This is an optimization exercise on Yosys and OpenROAD, whose aim is small area, not a production implementation.
Only simulation tests tie the RTL to the original design; equivalence was not proved.
No activity file was given, so power comes from the tool's default toggle rates.

### run.sh
#!/bin/bash
# synth_recipe.tcl (not shown) runs the flow's synth.tcl, then flattens the netlist and writes it again
# the make line also repeats each setting of config.mk as NAME=value (left out here)
make -C /OpenROAD-flow-scripts/flow DESIGN_CONFIG=/design/flow/config.mk WORK_HOME=/design/flow/orfs CLKGATE_MAP_FILE= SYNTH_SCRIPT=/design/flow/synth_recipe.tcl finish
### config.mk
export PLATFORM = sky130hd
export DESIGN_NAME = top_flyinglogo
export DESIGN_NICKNAME = top_flyinglogo
export VERILOG_FILES = /design/flow/design.v
export SDC_FILE = /design/flow/constraint.sdc
export NUM_CORES = 4
export LEC_CHECK = 0
export CAP_MARGIN = 20
export CORE_MARGIN = 2
export CORE_UTILIZATION = 40
export SLEW_MARGIN = 20
export SYNTH_MEMORY_MAX_BITS = 65536
### constraint.sdc
create_clock -name core_clock -period 10.0 [get_ports {clk}]
set_input_delay 2.0000 -clock core_clock [delete_from_list [all_inputs] [get_ports {clk}]]
set_output_delay 2.0000 -clock core_clock [all_outputs]
set_load 0.01 [all_outputs]
### design.v
`timescale 1ns / 1ps
module buzzer(
input clk,
input rst,
input up,
input down,
output buzzer_out
    );
    parameter [31:0] period = 32'd500;
    parameter [31:0] length = 32'd2048;
    reg [1:0] crtSong;
    reg [31:0] crtTune;
    reg clk_1000;
    reg [2:0]buzzer_state;
    reg [31:0]cnt;
    reg [31:0]MODE;
    reg [31:0] clkCounter;
    function [8:0] tune_rom;
        input [1:0] song;
        input [31:0] idx;
        begin
            tune_rom = 9'h000;
            if (idx < 32'd512) begin
                case ({song, idx[8:0]})
                11'd512: tune_rom = 9'h008;
                11'd513: tune_rom = 9'h108;
                11'd514: tune_rom = 9'h108;
                11'd515: tune_rom = 9'h108;
                11'd516: tune_rom = 9'h008;
                11'd517: tune_rom = 9'h108;
                11'd518: tune_rom = 9'h108;
                11'd519: tune_rom = 9'h108;
                11'd520: tune_rom = 9'h00c;
                11'd521: tune_rom = 9'h10c;
                11'd522: tune_rom = 9'h10c;
                11'd523: tune_rom = 9'h10c;
                11'd524: tune_rom = 9'h00c;
                11'd525: tune_rom = 9'h10c;
                11'd526: tune_rom = 9'h10c;
                11'd527: tune_rom = 9'h10c;
                11'd528: tune_rom = 9'h00d;
                11'd529: tune_rom = 9'h10d;
                11'd530: tune_rom = 9'h10d;
                11'd531: tune_rom = 9'h10d;
                11'd532: tune_rom = 9'h00d;
                11'd533: tune_rom = 9'h10d;
                11'd534: tune_rom = 9'h10d;
                11'd535: tune_rom = 9'h10d;
                11'd536: tune_rom = 9'h00c;
                11'd537: tune_rom = 9'h10c;
                11'd538: tune_rom = 9'h10c;
                11'd539: tune_rom = 9'h10c;
                11'd540: tune_rom = 9'h10c;
                11'd541: tune_rom = 9'h10c;
                11'd542: tune_rom = 9'h10c;
                11'd543: tune_rom = 9'h10c;
                11'd544: tune_rom = 9'h00b;
                11'd545: tune_rom = 9'h10b;
                11'd546: tune_rom = 9'h10b;
                11'd547: tune_rom = 9'h10b;
                11'd548: tune_rom = 9'h00b;
                11'd549: tune_rom = 9'h10b;
                11'd550: tune_rom = 9'h10b;
                11'd551: tune_rom = 9'h10b;
                11'd552: tune_rom = 9'h00a;
                11'd553: tune_rom = 9'h10a;
                11'd554: tune_rom = 9'h10a;
                11'd555: tune_rom = 9'h10a;
                11'd556: tune_rom = 9'h00a;
                11'd557: tune_rom = 9'h10a;
                11'd558: tune_rom = 9'h10a;
                11'd559: tune_rom = 9'h10a;
                11'd560: tune_rom = 9'h009;
                11'd561: tune_rom = 9'h109;
                11'd562: tune_rom = 9'h109;
                11'd563: tune_rom = 9'h109;
                11'd564: tune_rom = 9'h009;
                11'd565: tune_rom = 9'h109;
                11'd566: tune_rom = 9'h109;
                11'd567: tune_rom = 9'h109;
                11'd568: tune_rom = 9'h008;
                11'd569: tune_rom = 9'h108;
                11'd570: tune_rom = 9'h108;
                11'd571: tune_rom = 9'h108;
                11'd572: tune_rom = 9'h108;
                11'd573: tune_rom = 9'h108;
                11'd574: tune_rom = 9'h108;
                11'd575: tune_rom = 9'h108;
                11'd576: tune_rom = 9'h00c;
                11'd577: tune_rom = 9'h10c;
                11'd578: tune_rom = 9'h10c;
                11'd579: tune_rom = 9'h10c;
                11'd580: tune_rom = 9'h00c;
                11'd581: tune_rom = 9'h10c;
                11'd582: tune_rom = 9'h10c;
                11'd583: tune_rom = 9'h10c;
                11'd584: tune_rom = 9'h00b;
                11'd585: tune_rom = 9'h10b;
                11'd586: tune_rom = 9'h10b;
                11'd587: tune_rom = 9'h10b;
                11'd588: tune_rom = 9'h00b;
                11'd589: tune_rom = 9'h10b;
                11'd590: tune_rom = 9'h10b;
                11'd591: tune_rom = 9'h10b;
                11'd592: tune_rom = 9'h00a;
                11'd593: tune_rom = 9'h10a;
                11'd594: tune_rom = 9'h10a;
                11'd595: tune_rom = 9'h10a;
                11'd596: tune_rom = 9'h00a;
                11'd597: tune_rom = 9'h10a;
                11'd598: tune_rom = 9'h10a;
                11'd599: tune_rom = 9'h10a;
                11'd600: tune_rom = 9'h009;
                11'd601: tune_rom = 9'h109;
                11'd602: tune_rom = 9'h109;
                11'd603: tune_rom = 9'h109;
                11'd604: tune_rom = 9'h109;
                11'd605: tune_rom = 9'h109;
                11'd606: tune_rom = 9'h109;
                11'd607: tune_rom = 9'h109;
                11'd608: tune_rom = 9'h00c;
                11'd609: tune_rom = 9'h10c;
                11'd610: tune_rom = 9'h10c;
                11'd611: tune_rom = 9'h10c;
                11'd612: tune_rom = 9'h00c;
                11'd613: tune_rom = 9'h10c;
                11'd614: tune_rom = 9'h10c;
                11'd615: tune_rom = 9'h10c;
                11'd616: tune_rom = 9'h00b;
                11'd617: tune_rom = 9'h10b;
                11'd618: tune_rom = 9'h10b;
                11'd619: tune_rom = 9'h10b;
                11'd620: tune_rom = 9'h00b;
                11'd621: tune_rom = 9'h10b;
                11'd622: tune_rom = 9'h10b;
                11'd623: tune_rom = 9'h10b;
                11'd624: tune_rom = 9'h00a;
                11'd625: tune_rom = 9'h10a;
                11'd626: tune_rom = 9'h10a;
                11'd627: tune_rom = 9'h10a;
                11'd628: tune_rom = 9'h00a;
                11'd629: tune_rom = 9'h10a;
                11'd630: tune_rom = 9'h10a;
                11'd631: tune_rom = 9'h10a;
                11'd632: tune_rom = 9'h009;
                11'd633: tune_rom = 9'h109;
                11'd634: tune_rom = 9'h109;
                11'd635: tune_rom = 9'h109;
                11'd636: tune_rom = 9'h109;
                11'd637: tune_rom = 9'h109;
                11'd638: tune_rom = 9'h109;
                11'd639: tune_rom = 9'h109;
                11'd1025: tune_rom = 9'h100;
                11'd1026: tune_rom = 9'h00a;
                11'd1027: tune_rom = 9'h10a;
                11'd1028: tune_rom = 9'h00a;
                11'd1029: tune_rom = 9'h10a;
                11'd1030: tune_rom = 9'h00c;
                11'd1031: tune_rom = 9'h10c;
                11'd1032: tune_rom = 9'h00d;
                11'd1033: tune_rom = 9'h10d;
                11'd1034: tune_rom = 9'h10d;
                11'd1035: tune_rom = 9'h10d;
                11'd1036: tune_rom = 9'h10d;
                11'd1037: tune_rom = 9'h10d;
                11'd1038: tune_rom = 9'h00c;
                11'd1039: tune_rom = 9'h00d;
                11'd1040: tune_rom = 9'h00c;
                11'd1041: tune_rom = 9'h10c;
                11'd1042: tune_rom = 9'h00a;
                11'd1043: tune_rom = 9'h10a;
                11'd1044: tune_rom = 9'h009;
                11'd1045: tune_rom = 9'h109;
                11'd1046: tune_rom = 9'h00c;
                11'd1047: tune_rom = 9'h10c;
                11'd1048: tune_rom = 9'h00a;
                11'd1049: tune_rom = 9'h10a;
                11'd1050: tune_rom = 9'h10a;
                11'd1051: tune_rom = 9'h10a;
                11'd1052: tune_rom = 9'h10a;
                11'd1053: tune_rom = 9'h10a;
                11'd1054: tune_rom = 9'h10a;
                11'd1055: tune_rom = 9'h10a;
                11'd1056: tune_rom = 9'h10a;
                11'd1057: tune_rom = 9'h10a;
                11'd1058: tune_rom = 9'h10a;
                11'd1059: tune_rom = 9'h10a;
                11'd1060: tune_rom = 9'h00a;
                11'd1061: tune_rom = 9'h10a;
                11'd1062: tune_rom = 9'h00c;
                11'd1063: tune_rom = 9'h10c;
                11'd1064: tune_rom = 9'h00d;
                11'd1065: tune_rom = 9'h10d;
                11'd1066: tune_rom = 9'h10d;
                11'd1067: tune_rom = 9'h10d;
                11'd1068: tune_rom = 9'h10d;
                11'd1069: tune_rom = 9'h10d;
                11'd1070: tune_rom = 9'h00c;
                11'd1071: tune_rom = 9'h00d;
                11'd1072: tune_rom = 9'h00f;
                11'd1073: tune_rom = 9'h10f;
                11'd1074: tune_rom = 9'h00e;
                11'd1075: tune_rom = 9'h10e;
                11'd1076: tune_rom = 9'h00d;
                11'd1077: tune_rom = 9'h10d;
                11'd1078: tune_rom = 9'h00c;
                11'd1079: tune_rom = 9'h10c;
                11'd1080: tune_rom = 9'h00d;
                11'd1081: tune_rom = 9'h10d;
                11'd1082: tune_rom = 9'h10d;
                11'd1083: tune_rom = 9'h10d;
                11'd1084: tune_rom = 9'h10d;
                11'd1085: tune_rom = 9'h10d;
                11'd1086: tune_rom = 9'h10d;
                11'd1087: tune_rom = 9'h10d;
                11'd1089: tune_rom = 9'h100;
                11'd1090: tune_rom = 9'h00c;
                11'd1091: tune_rom = 9'h00d;
                11'd1092: tune_rom = 9'h00c;
                11'd1093: tune_rom = 9'h10c;
                11'd1094: tune_rom = 9'h00a;
                11'd1095: tune_rom = 9'h10a;
                11'd1096: tune_rom = 9'h009;
                11'd1097: tune_rom = 9'h109;
                11'd1098: tune_rom = 9'h109;
                11'd1099: tune_rom = 9'h109;
                11'd1100: tune_rom = 9'h109;
                11'd1101: tune_rom = 9'h109;
                11'd1102: tune_rom = 9'h109;
                11'd1103: tune_rom = 9'h109;
                11'd1105: tune_rom = 9'h100;
                11'd1106: tune_rom = 9'h00c;
                11'd1107: tune_rom = 9'h00d;
                11'd1108: tune_rom = 9'h00c;
                11'd1109: tune_rom = 9'h10c;
                11'd1110: tune_rom = 9'h009;
                11'd1111: tune_rom = 9'h109;
                11'd1112: tune_rom = 9'h008;
                11'd1113: tune_rom = 9'h108;
                11'd1114: tune_rom = 9'h108;
                11'd1115: tune_rom = 9'h108;
                11'd1116: tune_rom = 9'h108;
                11'd1117: tune_rom = 9'h108;
                11'd1118: tune_rom = 9'h108;
                11'd1119: tune_rom = 9'h108;
                11'd1121: tune_rom = 9'h100;
                11'd1122: tune_rom = 9'h100;
                11'd1123: tune_rom = 9'h100;
                11'd1124: tune_rom = 9'h006;
                11'd1125: tune_rom = 9'h106;
                11'd1126: tune_rom = 9'h007;
                11'd1127: tune_rom = 9'h107;
                11'd1128: tune_rom = 9'h008;
                11'd1129: tune_rom = 9'h108;
                11'd1130: tune_rom = 9'h108;
                11'd1131: tune_rom = 9'h108;
                11'd1132: tune_rom = 9'h108;
                11'd1133: tune_rom = 9'h108;
                11'd1134: tune_rom = 9'h009;
                11'd1135: tune_rom = 9'h109;
                11'd1136: tune_rom = 9'h007;
                11'd1137: tune_rom = 9'h107;
                11'd1138: tune_rom = 9'h107;
                11'd1139: tune_rom = 9'h107;
                11'd1140: tune_rom = 9'h107;
                11'd1141: tune_rom = 9'h107;
                11'd1142: tune_rom = 9'h006;
                11'd1143: tune_rom = 9'h106;
                11'd1144: tune_rom = 9'h006;
                11'd1145: tune_rom = 9'h106;
                11'd1146: tune_rom = 9'h106;
                11'd1147: tune_rom = 9'h106;
                11'd1148: tune_rom = 9'h106;
                11'd1149: tune_rom = 9'h106;
                11'd1150: tune_rom = 9'h106;
                11'd1151: tune_rom = 9'h106;
                11'd1152: tune_rom = 9'h106;
                11'd1153: tune_rom = 9'h106;
                11'd1154: tune_rom = 9'h106;
                11'd1155: tune_rom = 9'h106;
                11'd1157: tune_rom = 9'h100;
                11'd1158: tune_rom = 9'h100;
                11'd1159: tune_rom = 9'h100;
                11'd1161: tune_rom = 9'h100;
                11'd1162: tune_rom = 9'h100;
                11'd1163: tune_rom = 9'h100;
                11'd1164: tune_rom = 9'h009;
                11'd1165: tune_rom = 9'h109;
                11'd1166: tune_rom = 9'h109;
                11'd1167: tune_rom = 9'h109;
                11'd1168: tune_rom = 9'h109;
                11'd1169: tune_rom = 9'h109;
                11'd1170: tune_rom = 9'h109;
                11'd1171: tune_rom = 9'h109;
                11'd1172: tune_rom = 9'h109;
                11'd1173: tune_rom = 9'h109;
                11'd1174: tune_rom = 9'h109;
                11'd1175: tune_rom = 9'h109;
                11'd1176: tune_rom = 9'h109;
                11'd1177: tune_rom = 9'h109;
                11'd1178: tune_rom = 9'h109;
                11'd1179: tune_rom = 9'h109;
                11'd1180: tune_rom = 9'h009;
                11'd1181: tune_rom = 9'h109;
                11'd1182: tune_rom = 9'h109;
                11'd1183: tune_rom = 9'h109;
                11'd1184: tune_rom = 9'h109;
                11'd1185: tune_rom = 9'h109;
                11'd1186: tune_rom = 9'h109;
                11'd1187: tune_rom = 9'h109;
                11'd1188: tune_rom = 9'h008;
                11'd1189: tune_rom = 9'h108;
                11'd1190: tune_rom = 9'h108;
                11'd1191: tune_rom = 9'h108;
                11'd1192: tune_rom = 9'h108;
                11'd1193: tune_rom = 9'h108;
                11'd1194: tune_rom = 9'h108;
                11'd1195: tune_rom = 9'h108;
                11'd1196: tune_rom = 9'h009;
                11'd1197: tune_rom = 9'h109;
                11'd1198: tune_rom = 9'h109;
                11'd1199: tune_rom = 9'h109;
                11'd1200: tune_rom = 9'h109;
                11'd1201: tune_rom = 9'h109;
                11'd1202: tune_rom = 9'h109;
                11'd1203: tune_rom = 9'h109;
                11'd1204: tune_rom = 9'h109;
                11'd1205: tune_rom = 9'h109;
                11'd1206: tune_rom = 9'h109;
                11'd1207: tune_rom = 9'h109;
                11'd1208: tune_rom = 9'h00b;
                11'd1209: tune_rom = 9'h10b;
                11'd1210: tune_rom = 9'h10b;
                11'd1211: tune_rom = 9'h10b;
                11'd1212: tune_rom = 9'h00a;
                11'd1213: tune_rom = 9'h10a;
                11'd1214: tune_rom = 9'h10a;
                11'd1215: tune_rom = 9'h10a;
                11'd1216: tune_rom = 9'h10a;
                11'd1217: tune_rom = 9'h10a;
                11'd1218: tune_rom = 9'h009;
                11'd1219: tune_rom = 9'h109;
                11'd1220: tune_rom = 9'h108;
                11'd1221: tune_rom = 9'h108;
                11'd1222: tune_rom = 9'h108;
                11'd1223: tune_rom = 9'h108;
                11'd1224: tune_rom = 9'h108;
                11'd1225: tune_rom = 9'h108;
                11'd1226: tune_rom = 9'h108;
                11'd1227: tune_rom = 9'h108;
                11'd1228: tune_rom = 9'h009;
                11'd1229: tune_rom = 9'h109;
                11'd1230: tune_rom = 9'h109;
                11'd1231: tune_rom = 9'h109;
                11'd1232: tune_rom = 9'h109;
                11'd1233: tune_rom = 9'h109;
                11'd1234: tune_rom = 9'h109;
                11'd1235: tune_rom = 9'h109;
                11'd1236: tune_rom = 9'h00c;
                11'd1237: tune_rom = 9'h10c;
                11'd1238: tune_rom = 9'h10c;
                11'd1239: tune_rom = 9'h10c;
                11'd1240: tune_rom = 9'h10c;
                11'd1241: tune_rom = 9'h10c;
                11'd1242: tune_rom = 9'h10c;
                11'd1243: tune_rom = 9'h10c;
                11'd1244: tune_rom = 9'h00b;
                11'd1245: tune_rom = 9'h10b;
                11'd1246: tune_rom = 9'h10b;
                11'd1247: tune_rom = 9'h10b;
                11'd1248: tune_rom = 9'h00a;
                11'd1249: tune_rom = 9'h10a;
                11'd1250: tune_rom = 9'h10a;
                11'd1251: tune_rom = 9'h10a;
                11'd1252: tune_rom = 9'h009;
                11'd1253: tune_rom = 9'h109;
                11'd1254: tune_rom = 9'h109;
                11'd1255: tune_rom = 9'h109;
                11'd1256: tune_rom = 9'h00a;
                11'd1257: tune_rom = 9'h10a;
                11'd1258: tune_rom = 9'h10a;
                11'd1259: tune_rom = 9'h10a;
                11'd1260: tune_rom = 9'h00b;
                11'd1261: tune_rom = 9'h10b;
                11'd1262: tune_rom = 9'h10b;
                11'd1263: tune_rom = 9'h10b;
                11'd1264: tune_rom = 9'h10b;
                11'd1265: tune_rom = 9'h10b;
                11'd1266: tune_rom = 9'h00c;
                11'd1267: tune_rom = 9'h10c;
                11'd1268: tune_rom = 9'h10c;
                11'd1269: tune_rom = 9'h10c;
                11'd1270: tune_rom = 9'h10c;
                11'd1271: tune_rom = 9'h10c;
                11'd1272: tune_rom = 9'h00d;
                11'd1273: tune_rom = 9'h10d;
                11'd1274: tune_rom = 9'h10d;
                11'd1275: tune_rom = 9'h10d;
                11'd1276: tune_rom = 9'h10d;
                11'd1277: tune_rom = 9'h10d;
                11'd1278: tune_rom = 9'h10d;
                11'd1279: tune_rom = 9'h10d;
                11'd1280: tune_rom = 9'h00c;
                11'd1281: tune_rom = 9'h10c;
                11'd1282: tune_rom = 9'h10c;
                11'd1283: tune_rom = 9'h10c;
                11'd1284: tune_rom = 9'h00b;
                11'd1285: tune_rom = 9'h10b;
                11'd1286: tune_rom = 9'h10b;
                11'd1287: tune_rom = 9'h10b;
                11'd1288: tune_rom = 9'h00a;
                11'd1289: tune_rom = 9'h10a;
                11'd1290: tune_rom = 9'h10a;
                11'd1291: tune_rom = 9'h10a;
                11'd1292: tune_rom = 9'h009;
                11'd1293: tune_rom = 9'h109;
                11'd1294: tune_rom = 9'h109;
                11'd1295: tune_rom = 9'h109;
                11'd1296: tune_rom = 9'h109;
                11'd1297: tune_rom = 9'h109;
                11'd1298: tune_rom = 9'h109;
                11'd1299: tune_rom = 9'h109;
                11'd1300: tune_rom = 9'h109;
                11'd1301: tune_rom = 9'h109;
                11'd1302: tune_rom = 9'h109;
                11'd1303: tune_rom = 9'h109;
                11'd1304: tune_rom = 9'h109;
                11'd1305: tune_rom = 9'h109;
                11'd1306: tune_rom = 9'h109;
                11'd1307: tune_rom = 9'h109;
                11'd1308: tune_rom = 9'h009;
                11'd1309: tune_rom = 9'h109;
                11'd1310: tune_rom = 9'h109;
                11'd1311: tune_rom = 9'h109;
                11'd1312: tune_rom = 9'h109;
                11'd1313: tune_rom = 9'h109;
                11'd1314: tune_rom = 9'h109;
                11'd1315: tune_rom = 9'h109;
                11'd1316: tune_rom = 9'h008;
                11'd1317: tune_rom = 9'h108;
                11'd1318: tune_rom = 9'h108;
                11'd1319: tune_rom = 9'h108;
                11'd1320: tune_rom = 9'h108;
                11'd1321: tune_rom = 9'h108;
                11'd1322: tune_rom = 9'h108;
                11'd1323: tune_rom = 9'h108;
                11'd1324: tune_rom = 9'h009;
                11'd1325: tune_rom = 9'h109;
                11'd1326: tune_rom = 9'h109;
                11'd1327: tune_rom = 9'h109;
                11'd1328: tune_rom = 9'h109;
                11'd1329: tune_rom = 9'h109;
                11'd1330: tune_rom = 9'h109;
                11'd1331: tune_rom = 9'h109;
                11'd1332: tune_rom = 9'h109;
                11'd1333: tune_rom = 9'h109;
                11'd1334: tune_rom = 9'h109;
                11'd1335: tune_rom = 9'h109;
                11'd1336: tune_rom = 9'h00b;
                11'd1337: tune_rom = 9'h10b;
                11'd1338: tune_rom = 9'h10b;
                11'd1339: tune_rom = 9'h10b;
                11'd1340: tune_rom = 9'h00a;
                11'd1341: tune_rom = 9'h10a;
                11'd1342: tune_rom = 9'h10a;
                11'd1343: tune_rom = 9'h10a;
                11'd1344: tune_rom = 9'h10a;
                11'd1345: tune_rom = 9'h10a;
                11'd1346: tune_rom = 9'h009;
                11'd1347: tune_rom = 9'h109;
                11'd1348: tune_rom = 9'h108;
                11'd1349: tune_rom = 9'h108;
                11'd1350: tune_rom = 9'h108;
                11'd1351: tune_rom = 9'h108;
                11'd1352: tune_rom = 9'h108;
                11'd1353: tune_rom = 9'h108;
                11'd1354: tune_rom = 9'h108;
                11'd1355: tune_rom = 9'h108;
                11'd1356: tune_rom = 9'h009;
                11'd1357: tune_rom = 9'h109;
                11'd1358: tune_rom = 9'h109;
                11'd1359: tune_rom = 9'h109;
                11'd1360: tune_rom = 9'h006;
                11'd1361: tune_rom = 9'h106;
                11'd1362: tune_rom = 9'h008;
                11'd1363: tune_rom = 9'h108;
                11'd1364: tune_rom = 9'h108;
                11'd1365: tune_rom = 9'h108;
                11'd1366: tune_rom = 9'h009;
                11'd1367: tune_rom = 9'h109;
                11'd1368: tune_rom = 9'h006;
                11'd1369: tune_rom = 9'h106;
                11'd1370: tune_rom = 9'h106;
                11'd1371: tune_rom = 9'h106;
                11'd1372: tune_rom = 9'h005;
                11'd1373: tune_rom = 9'h105;
                11'd1374: tune_rom = 9'h105;
                11'd1375: tune_rom = 9'h105;
                11'd1376: tune_rom = 9'h105;
                11'd1377: tune_rom = 9'h105;
                11'd1378: tune_rom = 9'h105;
                11'd1379: tune_rom = 9'h105;
                11'd1380: tune_rom = 9'h006;
                11'd1381: tune_rom = 9'h106;
                11'd1382: tune_rom = 9'h106;
                11'd1383: tune_rom = 9'h106;
                11'd1384: tune_rom = 9'h008;
                11'd1385: tune_rom = 9'h108;
                11'd1386: tune_rom = 9'h108;
                11'd1387: tune_rom = 9'h108;
                11'd1388: tune_rom = 9'h009;
                11'd1389: tune_rom = 9'h109;
                11'd1390: tune_rom = 9'h109;
                11'd1391: tune_rom = 9'h109;
                11'd1392: tune_rom = 9'h109;
                11'd1393: tune_rom = 9'h109;
                11'd1394: tune_rom = 9'h109;
                11'd1395: tune_rom = 9'h109;
                11'd1396: tune_rom = 9'h109;
                11'd1397: tune_rom = 9'h109;
                11'd1398: tune_rom = 9'h109;
                11'd1399: tune_rom = 9'h109;
                11'd1400: tune_rom = 9'h109;
                11'd1401: tune_rom = 9'h109;
                11'd1402: tune_rom = 9'h109;
                11'd1403: tune_rom = 9'h109;
                11'd1404: tune_rom = 9'h109;
                11'd1405: tune_rom = 9'h109;
                11'd1406: tune_rom = 9'h109;
                11'd1407: tune_rom = 9'h109;
                11'd1408: tune_rom = 9'h109;
                11'd1409: tune_rom = 9'h109;
                11'd1410: tune_rom = 9'h109;
                11'd1411: tune_rom = 9'h109;
                11'd1412: tune_rom = 9'h109;
                11'd1413: tune_rom = 9'h109;
                11'd1414: tune_rom = 9'h109;
                11'd1415: tune_rom = 9'h109;
                11'd1416: tune_rom = 9'h109;
                11'd1417: tune_rom = 9'h109;
                11'd1418: tune_rom = 9'h109;
                11'd1419: tune_rom = 9'h109;
                11'd1536: tune_rom = 9'h00a;
                11'd1537: tune_rom = 9'h10a;
                11'd1538: tune_rom = 9'h00a;
                11'd1539: tune_rom = 9'h10a;
                11'd1540: tune_rom = 9'h00a;
                11'd1541: tune_rom = 9'h10a;
                11'd1542: tune_rom = 9'h008;
                11'd1543: tune_rom = 9'h00a;
                11'd1545: tune_rom = 9'h00c;
                11'd1546: tune_rom = 9'h10c;
                11'd1548: tune_rom = 9'h005;
                11'd1549: tune_rom = 9'h105;
                11'd1551: tune_rom = 9'h008;
                11'd1552: tune_rom = 9'h108;
                11'd1554: tune_rom = 9'h005;
                11'd1556: tune_rom = 9'h003;
                11'd1557: tune_rom = 9'h103;
                11'd1559: tune_rom = 9'h006;
                11'd1560: tune_rom = 9'h106;
                11'd1561: tune_rom = 9'h007;
                11'd1562: tune_rom = 9'h107;
                11'd1563: tune_rom = 9'h007;
                11'd1564: tune_rom = 9'h006;
                11'd1565: tune_rom = 9'h106;
                11'd1566: tune_rom = 9'h005;
                11'd1567: tune_rom = 9'h105;
                11'd1568: tune_rom = 9'h00a;
                11'd1569: tune_rom = 9'h10a;
                11'd1570: tune_rom = 9'h00c;
                11'd1571: tune_rom = 9'h00d;
                11'd1573: tune_rom = 9'h00b;
                11'd1574: tune_rom = 9'h00c;
                11'd1576: tune_rom = 9'h00a;
                11'd1578: tune_rom = 9'h008;
                11'd1579: tune_rom = 9'h009;
                11'd1580: tune_rom = 9'h007;
                11'd1581: tune_rom = 9'h107;
                11'd1583: tune_rom = 9'h008;
                11'd1584: tune_rom = 9'h108;
                11'd1586: tune_rom = 9'h005;
                11'd1589: tune_rom = 9'h003;
                11'd1591: tune_rom = 9'h006;
                11'd1592: tune_rom = 9'h106;
                11'd1593: tune_rom = 9'h007;
                11'd1595: tune_rom = 9'h007;
                11'd1596: tune_rom = 9'h006;
                11'd1597: tune_rom = 9'h106;
                11'd1599: tune_rom = 9'h005;
                11'd1600: tune_rom = 9'h00a;
                11'd1601: tune_rom = 9'h10a;
                11'd1602: tune_rom = 9'h00c;
                11'd1603: tune_rom = 9'h10c;
                11'd1604: tune_rom = 9'h00d;
                11'd1605: tune_rom = 9'h10d;
                11'd1606: tune_rom = 9'h00b;
                11'd1607: tune_rom = 9'h10b;
                11'd1608: tune_rom = 9'h00c;
                11'd1609: tune_rom = 9'h10c;
                11'd1611: tune_rom = 9'h00a;
                11'd1612: tune_rom = 9'h10a;
                11'd1613: tune_rom = 9'h009;
                11'd1614: tune_rom = 9'h008;
                11'd1615: tune_rom = 9'h007;
                11'd1616: tune_rom = 9'h107;
                11'd1617: tune_rom = 9'h107;
                11'd1618: tune_rom = 9'h107;
                11'd1620: tune_rom = 9'h00c;
                11'd1621: tune_rom = 9'h10c;
                11'd1622: tune_rom = 9'h00b;
                11'd1623: tune_rom = 9'h00b;
                11'd1624: tune_rom = 9'h00a;
                11'd1625: tune_rom = 9'h10a;
                11'd1626: tune_rom = 9'h00a;
                11'd1627: tune_rom = 9'h10a;
                11'd1628: tune_rom = 9'h005;
                11'd1629: tune_rom = 9'h006;
                11'd1630: tune_rom = 9'h106;
                11'd1631: tune_rom = 9'h008;
                11'd1632: tune_rom = 9'h108;
                11'd1634: tune_rom = 9'h006;
                11'd1635: tune_rom = 9'h008;
                11'd1636: tune_rom = 9'h009;
                11'd1637: tune_rom = 9'h109;
                11'd1639: tune_rom = 9'h00c;
                11'd1640: tune_rom = 9'h00b;
                11'd1641: tune_rom = 9'h00b;
                11'd1642: tune_rom = 9'h10b;
                11'd1643: tune_rom = 9'h00a;
                11'd1644: tune_rom = 9'h10a;
                11'd1646: tune_rom = 9'h00a;
                11'd1647: tune_rom = 9'h10a;
                11'd1648: tune_rom = 9'h001;
                11'd1649: tune_rom = 9'h101;
                11'd1650: tune_rom = 9'h001;
                11'd1651: tune_rom = 9'h101;
                11'd1652: tune_rom = 9'h001;
                11'd1653: tune_rom = 9'h101;
                11'd1655: tune_rom = 9'h00c;
                11'd1656: tune_rom = 9'h00b;
                11'd1657: tune_rom = 9'h00b;
                11'd1658: tune_rom = 9'h00a;
                11'd1659: tune_rom = 9'h10a;
                11'd1660: tune_rom = 9'h00a;
                11'd1662: tune_rom = 9'h005;
                11'd1664: tune_rom = 9'h006;
                11'd1665: tune_rom = 9'h008;
                11'd1666: tune_rom = 9'h108;
                11'd1667: tune_rom = 9'h006;
                11'd1668: tune_rom = 9'h008;
                11'd1670: tune_rom = 9'h009;
                11'd1671: tune_rom = 9'h109;
                11'd1673: tune_rom = 9'h00a;
                11'd1674: tune_rom = 9'h10a;
                11'd1676: tune_rom = 9'h009;
                11'd1677: tune_rom = 9'h109;
                11'd1679: tune_rom = 9'h100;
                11'd1680: tune_rom = 9'h100;
                11'd1681: tune_rom = 9'h100;
                11'd1682: tune_rom = 9'h008;
                11'd1684: tune_rom = 9'h100;
                11'd1685: tune_rom = 9'h100;
                11'd1686: tune_rom = 9'h100;
                11'd1688: tune_rom = 9'h100;
                11'd1689: tune_rom = 9'h100;
                11'd1690: tune_rom = 9'h100;
                11'd1692: tune_rom = 9'h100;
                11'd1693: tune_rom = 9'h100;
                11'd1694: tune_rom = 9'h100;
                11'd1695: tune_rom = 9'h00c;
                default: tune_rom = 9'h000;
                endcase
            end
        end
    endfunction
    wire [8:0] crt_entry  = tune_rom(crtSong, crtTune);
    wire [8:0] next_entry = tune_rom(crtSong, crtTune + 32'd1);
    wire [7:0] crt_note   = crt_entry[7:0];
    wire       next_cont  = next_entry[8];
    always@(posedge clk or negedge rst)
    begin
        if (~rst )
        begin
            crtSong <= 2'd0;
            buzzer_state<=0;
            crtTune <= 0;
            clkCounter <= 32'd0;
        end
        else
        begin
            if (up) begin
               case(crtSong)
                2'b00:begin crtSong <= 2'b11;end
                2'b01:begin crtSong <= 2'b00;end
                2'b10:begin crtSong <= 2'b01;end
                2'b11:begin crtSong <= 2'b10;end
                endcase
                crtTune <= 0;
                clkCounter <= 0;
            end
            else if (down)
            begin
                case(crtSong)
                    2'b00:begin crtSong <= 2'b01;end
                    2'b01:begin crtSong <= 2'b10;end
                    2'b10:begin crtSong <= 2'b11;end
                    2'b11:begin crtSong <= 2'b00;end
                endcase
                crtTune <= 0;
                clkCounter <= 0;
            end
            else
            begin
                crtSong <= crtSong;
                if (crtTune < length && clkCounter == period)
                begin
                        crtTune <= crtTune + 1;
                        clkCounter <= 0;
                end
                else
                begin
                        crtTune <= crtTune;
                        clkCounter <= clkCounter + 1;
                end
            end
            case (crt_note)
                8'd0: begin buzzer_state <= 1; MODE <= 32'd200000; end
                8'd1: begin buzzer_state <= 1; MODE <= 32'd382; end
                8'd2: begin buzzer_state <= 1; MODE <= 32'd340; end
                8'd3: begin buzzer_state <= 1; MODE <= 32'd303; end
                8'd4: begin buzzer_state <= 1; MODE <= 32'd286; end
                8'd5: begin buzzer_state <= 1; MODE <= 32'd255; end
                8'd6: begin buzzer_state <= 1; MODE <= 32'd227; end
                8'd7: begin buzzer_state <= 1; MODE <= 32'd202; end
                8'd8: begin buzzer_state <= 1; MODE <= 32'd191; end
                8'd9: begin buzzer_state <= 1; MODE <= 32'd170; end
                8'd10: begin buzzer_state <= 1; MODE <= 32'd152; end
                8'd11: begin buzzer_state <= 1; MODE <= 32'd143; end
                8'd12: begin buzzer_state <= 1; MODE <= 32'd128; end
                8'd13: begin buzzer_state <= 1; MODE <= 32'd114; end
                8'd14: begin buzzer_state <= 1; MODE <= 32'd101; end
                8'd15: begin buzzer_state <= 1; MODE <= 32'd96; end
                8'd16: begin buzzer_state <= 1; MODE <= 32'd85; end
                8'd17: begin buzzer_state <= 1; MODE <= 32'd76; end
                8'd18: begin buzzer_state <= 1; MODE <= 32'd72; end
                8'd19: begin buzzer_state <= 1; MODE <= 32'd64; end
                8'd20: begin buzzer_state <= 1; MODE <= 32'd57; end
                8'd21: begin buzzer_state <= 1; MODE <= 32'd51; end
               default :buzzer_state<=0;
            endcase
        end
    end
    always@(posedge clk or negedge rst)
    begin
        if (~rst )
        begin
            clk_1000 <= 0;
            cnt <= 0;
        end
        else if(buzzer_state)
        begin
            if (cnt == MODE || (!next_cont && clkCounter == period))
            begin
                clk_1000 <= ~clk_1000;
                cnt <= 0;
            end
            else
            begin
                cnt<=cnt+32'b1;
            end
         end
     end
   assign  buzzer_out = clk_1000;
endmodule
`timescale 1ns / 1ps
module toPosedge(
    input clk,
    input rst_n,
    input  sig_in,
    output sig_out
    );
    reg prevSign;
	reg [99:0] cnt;
	reg [1:0] debounced, debounced_prev;
	always @(posedge clk) begin
	   if (rst_n) begin
	       cnt <= 0;
	       debounced <= 0; 
	       debounced_prev <= 0;
	       prevSign <= 0;
	   end
	   else 
	   begin 
	       prevSign <= sig_in;
           if (sig_in == prevSign) begin
               cnt <= cnt + 1;
            end 
            else 
            begin
               cnt <= 0;
            end
            if (cnt >= 100'd1024) begin
               debounced <= {1'b0, sig_in};
            end
            else begin
               debounced <= 2'b10;
            end
            debounced_prev <= debounced;
	    end
	 end
	assign sig_out = debounced == 2'b0 & debounced_prev == 2'b01;
endmodule
`timescale 1 ns / 1 ns
module vga_640x480(pclk, reset, hsync, vsync, valid, h_cnt, v_cnt);
   input        pclk;
   input        reset;
   output       hsync;
   output       vsync;
   output       valid;
   output [16:0] h_cnt;
   output [16:0] v_cnt;
   parameter    h_frontporch = 95;
   parameter    h_active = 143;
   parameter    h_backporch = 783;
   parameter    h_total = 800;
   parameter    v_frontporch = 2;
   parameter    v_active = 35;
   parameter    v_backporch = 515;
   parameter    v_total = 525;
   reg [16:0]    x_cnt;
   reg [16:0]    y_cnt;
   wire         h_valid;
   wire         v_valid;
   always @(posedge reset or posedge pclk)
      if (reset == 1'b1) begin
         x_cnt <= 0;
      end
      else 
      begin
         if (x_cnt == h_total - 1)
            x_cnt <= 0;
         else
            x_cnt <= x_cnt + 1;
      end
   always @(posedge pclk)
      if (reset == 1'b1)
         y_cnt <= 0;
      else 
      begin
         if (y_cnt == (v_total - 1) & x_cnt == (h_total - 1))
            y_cnt <= 0;
         else if (x_cnt == (h_total - 1))
            y_cnt <= y_cnt + 1;
      end
   assign hsync = ((x_cnt >= h_frontporch)) ? 1'b1 : 
                  1'b0;
   assign vsync = ((y_cnt >= v_frontporch)) ? 1'b1 : 
                  1'b0;
   assign h_valid = ((x_cnt >= h_active) & (x_cnt < h_backporch)) ? 1'b1 : 
                    1'b0;
   assign v_valid = ((y_cnt >= v_active) & (y_cnt < v_backporch)) ? 1'b1 : 
                    1'b0;
   assign valid = ((h_valid == 1'b1) & (v_valid == 1'b1)) ? 1'b1 : 
                  1'b0;
   assign h_cnt = ((h_valid == 1'b1)) ? x_cnt - 17'd143 : 
                  {17'b1111_1111_1111_1111_1};
   assign v_cnt = ((v_valid == 1'b1)) ? y_cnt - 17'd36 : 
                  {17'b1111_1111_1111_1111_1};
endmodule
`timescale 1 ns / 1 ns
module logo_rom(clka, addra, douta, rom_addr, rom_data);
   input         clka;
   input  [16:0] addra;
   output [11:0] douta;
   output [16:0] rom_addr;
   input  [11:0] rom_data;
   reg [11:0] mem_q;
   reg [11:0] out_q;
   assign rom_addr = addra;
   always @(posedge clka) begin
      mem_q <= rom_data;
      out_q <= mem_q;
   end
   assign douta = out_q;
endmodule
`timescale 1 ns / 1 ns
module top_flyinglogo(clk, rst, hsync, vsync, vga_r, vga_g, vga_b, buzzer_out, button, rom_addr, rom_data);
   input           clk;
   input           rst;
   input [1:0]     button;
   output          hsync;
   output          vsync;
   output [3:0]    vga_r;
   output [3:0]    vga_g;
   output [3:0]    vga_b;
   output [16:0]   rom_addr;
   input  [11:0]   rom_data;
   wire            pclk;
   wire            valid;
   wire [16:0]      h_cnt;
   wire [16:0]      v_cnt;
   reg [11:0]       vga_data;
   wire [11:0]      douta;
   wire            inArea;
   reg [9:0]       logo_x;
   reg [9:0]       logo_y;
   parameter [16:0] WIDTH = 17'd320;
   wire [16:0] addr;
   wire             go_up, go_down;
   reg  [1:0]       focus;
   reg [11:0]       color;
   reg [19:0]       cnt;
   reg              darking;
   assign addr = {1'b0, v_cnt[16:1]} * WIDTH + {1'b0, h_cnt[16:1]};
   reg [7:0]       speed_cnt;
   wire            speed_ctrl;
   output buzzer_out;
   buzzer Buzzer(
    clk, rst, go_up, go_down, buzzer_out);
   reg [3:0]       flag_edge;
   reg rst_n;
   toPosedge btnUp(clk, rst_n, button[1], go_up);
   toPosedge btnDown(clk, rst_n ,button[0], go_down);
   always @(posedge clk)
   begin
        if (rst_n) begin
            focus <= 2'b00;
        end
        else begin
            if (go_up == 1'b1) begin
            case(focus)
                2'b00:begin focus <= 2'b11;end
                2'b01:begin focus <= 2'b00;end
                2'b10:begin focus <= 2'b01;end
                2'b11:begin focus <= 2'b10;end
            endcase
          end
          else if (go_down == 1'b1) begin
            case(focus)
                2'b00:begin focus <= 2'b01;end
                2'b01:begin focus <= 2'b10;end
                2'b10:begin focus <= 2'b11;end
                2'b11:begin focus <= 2'b00;end
            endcase
          end
          else begin
            focus <= focus;
          end
        end
        rst_n <= ~rst;
   end 
   assign pclk = clk;
	logo_rom u1 (
          .clka(pclk),     
          .addra(addr),   
          .douta(douta),   
          .rom_addr(rom_addr),
          .rom_data(rom_data)
        );
	vga_640x480 u2 (
		.pclk(pclk), 
		.reset(rst_n), 
		.hsync(hsync), 
		.vsync(vsync), 
		.valid(valid), 
		.h_cnt(h_cnt), 
		.v_cnt(v_cnt)
		);
   always @(posedge pclk)
   begin: logo_display
      if (rst_n == 1'b1) begin
            darking <= 1'b1;
            color <= 12'hfff;
            vga_data <= 12'b0;
            cnt <= 20'b0;
      end
      else 
      begin
          if(cnt < (20'd25000 - 20'd1)) begin
            cnt <= cnt + 20'b1;
            color <= color;
            darking <= darking;
          end
          else begin
            cnt <= 20'b0;
             if(darking) begin
                color <= color - 12'h111;
             end
             else begin 
                color <= color + 12'h111;
             end
             if ((darking && color == 12'h111) || (!darking && color == 12'heee)) begin
                darking <= ~darking;
             end
             else begin
                darking <= darking;
             end
          end
          if (!(hsync && vsync) ) begin
               vga_data <= 12'd0;
          end
          else if (valid == 1'b1) begin
            if(douta != 12'h0)begin
                if(v_cnt >= 0 && v_cnt < 160 && focus == 2'b01)begin
                    vga_data <= color;
                end
                else if (v_cnt >= 160 && v_cnt < 320 && focus == 2'b10) begin
                    vga_data <= color;
                end
                else if (v_cnt >= 320 && v_cnt < 480 && focus == 2'b11) begin
                    vga_data <= color;
                end
                else begin
                    vga_data <= douta;
                end
            end
            else begin
               vga_data <= douta;
            end
         end
         else
         begin
            vga_data <= 12'h0;
         end
      end
   end
   assign vga_r = vga_data[11:8];
   assign vga_g = vga_data[7:4];
   assign vga_b = vga_data[3:0];
endmodule
==> impl_metrics.yaml <==
cells_and_area:
  drive_gt1_share_pct: 5.442
  antenna_cells: 0
  layout.nets: 2850
  areaGrowthSynthToFinish_pct: 11.64
clock_tree:
  htreeDepth: 2
  clock_latency_ns: 0.62
  cts_tree: "done"
  cts_hold_buf: 0
  cts-buffers-inserted: 47
  path_clk_slew_ns: 0.07
  post_cts_resized: 0
  clockRootBuffer: "clkbuf_16"
  clockBufferDepth: 3
  cts_setup_buffers: 0
  clock-sinks: 426
drt:
  drt_iter0_drc: 1542
  totalWireLength_um: 54610
  vias: 19260
  wl_per_cell_um: 15.35
  drt_pass1_iterations: 7
  post_drt_via_cell_ratio: 5.413
  drc: 0
  ant_nets: 0
logic_synthesis:
  yosys.area.top_type: "dfxtp_1"
  yosysWarnings: 5
  ys_ff_latch: 426
  synth_area_leaders: "dfxtp_1, dfrtp_1, xor2_1"
  ys_async_sr_fraction_pct: 27.46
  synth.distinct_cells: 90
  netlist.area_leader.share_pct: 25.68
  synth.most_common_cell: "nor2_1"
  synth_edf_count: 10
  yosysSeqAreaShare_pct: 39.52
  ys.flop_type: "dfxtp_1"
  syn_inst: 2765
  netlist_area_um2: 23310
  synth_common_cells: "nor2_1, dfxtp_1, nand2_1"
  synth.avg_cell_area_um2: 8.431
min_path:
  min_path_type: "register to register"
power:
  power_mw: 3.638
  peakVddDrop_mv: 0.1372
  leakage_nw: 9.949
  swShare_pct: 22.73
  p_seq_share_pct: 48.5
  power.share.clock_pct: 48.9
  power-per-cell-area_nw_per_um2: 139.8
  switchingPower_uw: 826.9
  intPower_mw: 2.811
  combPwrFrac_pct: 2.6
worst_setup_path:
  path_buf_inv: 3
  crit_arrival_ns: 5.77
  crit_chain: "or4_1 > nor4_1 > o21ai_0 > a21oi_1 > o21a_1 > nand3_1 > ha_1 > ha_1 > inv_1 > fa_1 > inv_1 > a21oi_1 > o21bai_1 > a21o_1 > a21oi_1 > xnor2_1 > ha_1 > nand2_1 > o21ai_0 > xnor2_1 > clkdlybuf4s50_1"
  slowest_stage: "or4_1"
  crit_type: "register to output port"
  path_max_fanout: 18
  path_delay_family: "compound AO/OA/AOI/OAI gates"
  critPathMaxStageDelay_ns: 0.65
  worstPathRequired_ns: 8.00
  worstSetupStartpointType: "register"
  endpoint_kind: "output port"
global_route:
  grt_pass1_wl_um: 91330
  grt_max_degree: 100
  antenna_found_initial: 0
  grt_pass1_vias: 18390
  grt_usage_pct: 17.85
  grt-ovfl-total: 0
placed_design:
  io_buffers: 47
  hpwl_um: 37190
  globalplace.congestion: 0.9119
timing:
  hold_violations: 0
  finalSetupViolCount: 0
  period_share_pct: 77.72
  worstMarginPinSlew_ns: 1.019
  fin_tns_setup_ns: 0
  slew_headroom_pct: 32.04
  skew_ns: 0.04107
  maxSlewViolCount: 0
  clock.fmax_ghz: 0.1287
  rsz0062_at_grt: "false"
  finalCriticalPeriod_ns: 7.772
floorplan:
  die_w_um: 245.4
  initial_utilization_pct: 40.41
  rows: 88
  die_h_um: 245.4
  die_area_um2: 60230
  io_pins: 48
  core_area_um2: 57700
run_status:
  status: "complete, no violations"
flow_run:
  maxCapViolCount: 0
worst paths after layout:
path                              startpoint  depth (start not counted)  slack [ns]                 to
setup / recovery                 u2.y_cnt[7]                         21        2.23       rom_addr[16]
hold / removal                   u1.mem_q[4]                          0        0.32        u1.out_q[4]
setup reg to reg           Buzzer.crtTune[2]                         13        5.40    Buzzer.clk_1000
hold reg to reg                  u1.mem_q[4]                          0        0.32        u1.out_q[4]
max in group asynchronous                rst                          3        7.56  Buzzer.crtTune[3]
min in group asynchronous              rst_n                          2        0.65        u2.x_cnt[5]
cells by family (layout without fill, tap and decap cells):
family / count (synthesis) / count (layout) / synth area share, %
DFF: 426 / 426 / 39.52
and+or+nand+nor: 1318 / 1318 / 28.22
AOI/OAI and AO/OA: 348 / 348 / 9.661
xor gates and xnor gates: 342 / 342 / 12.85
adders and majority gates: 79 / 79 / 4.304
buffers and inverters: 211 / 235 / 3.607
other: 2 / 6 / 0.03221
muxes: 39 / 39 / 1.803
registers in the layout, summed over array words and instances (netlist names), 17 cells and up:
name               count
cnt                   20
Buzzer.crtTune        32
btnUp.cnt            100
u2.x_cnt              17
btnDown.cnt          100
Buzzer.clkCounter     32
Buzzer.cnt            32
u2.y_cnt              17
layout by cell type, fill, tap and decap left out, drive strengths merged, types with 84 or more instances in the layout:
| cell | count |
|---|---|
| nor2 | 421 |
| dfxtp | 299 |
| nand2 | 231 |
| xor2 | 208 |
| nand3 | 136 |
| xnor2 | 134 |
| dfrtp | 117 |
| o21ai | 101 |
| nand4 | 97 |
| a21oi | 85 |
| nor4 | 84 |
power groups by stage:
stage | clock, mW | combinational [mW] | sequential, mW
floorplan | 0 | 0.0694 | 1.79
global placement | 0 | 0.0926 | 1.80
detailed placement | 0 | 0.0946 | 1.80
CTS | 1.83 | 0.0949 | 1.76
global route | 1.90 | 0.109 | 1.77
finish | 1.78 | 0.0940 | 1.76
area by class of cell:
cell class	count	area, um^2
clock inverters	19	237.7
flip-flops and latches	426	9215
repair buffers	67	638.1
fillers	5634	31670
well taps	765	957.2
multi-input cells	2132	13310
clock buffers	68	1366
inverters	81	304.0
per-layer routing:
layer / part of all wire (%) / up-vias / GRT usage, %
met5: 0 / - / 0
met4: 1.8 / 0 / 5.152
met3: 4.0 / 74 / 2.499
met2: 46 / 355 / 29.40
met1: 48 / 9195 / 24.34
li1: - / 9636 / -
per-stage QoR:
| stage | setup WS (ns) | area [um^2] | util [%] | instances | hold WS, ns |
|---|---|---|---|---|---|
| floorplan | 3.790 | 23330 | - | 2769 | 0.3096 |
| global placement | 2.963 | 24380 | 42.26 | 3470 | 0.3123 |
| detailed placement | 2.853 | 24390 | 42.27 | 3470 | 0.3150 |
| CTS | 2.173 | 25990 | 45.05 | 3557 | 0.3232 |
| global route | 1.770 | 26030 | 45.11 | 3558 | 0.3187 |
| finish | 2.228 | 26030 | 45.11 | 3558 | 0.3218 |

## afterwards: timing with drivers on the ports
How much do the figures lean on ideal ports? The routed layout below was timed once more, with nothing changed but the port constraints.
Step 1 sets driving cells, clkbuf_16 on the clock port and buf_2 on the other inputs (assumed; they add their load-dependent delay and slew).
Step 2, shift: input delay + t, output delay - t, t = (earliest + latest rising clock arrival at the registers) / 2. This alone moves slack from input paths to output paths.
Slacks: no drivers / after step 1 / after step 2; pairs: no drivers / after step 1.
t (ns): 0.653
setup WS [ns]: 2.228 / 2.169 / 2.823
cell pins on the clock port's net: 1
After both steps this run still meets setup and hold. For this run, drivers alone change the setup slack by -0.059 ns; drivers and shift together by +0.595 ns.
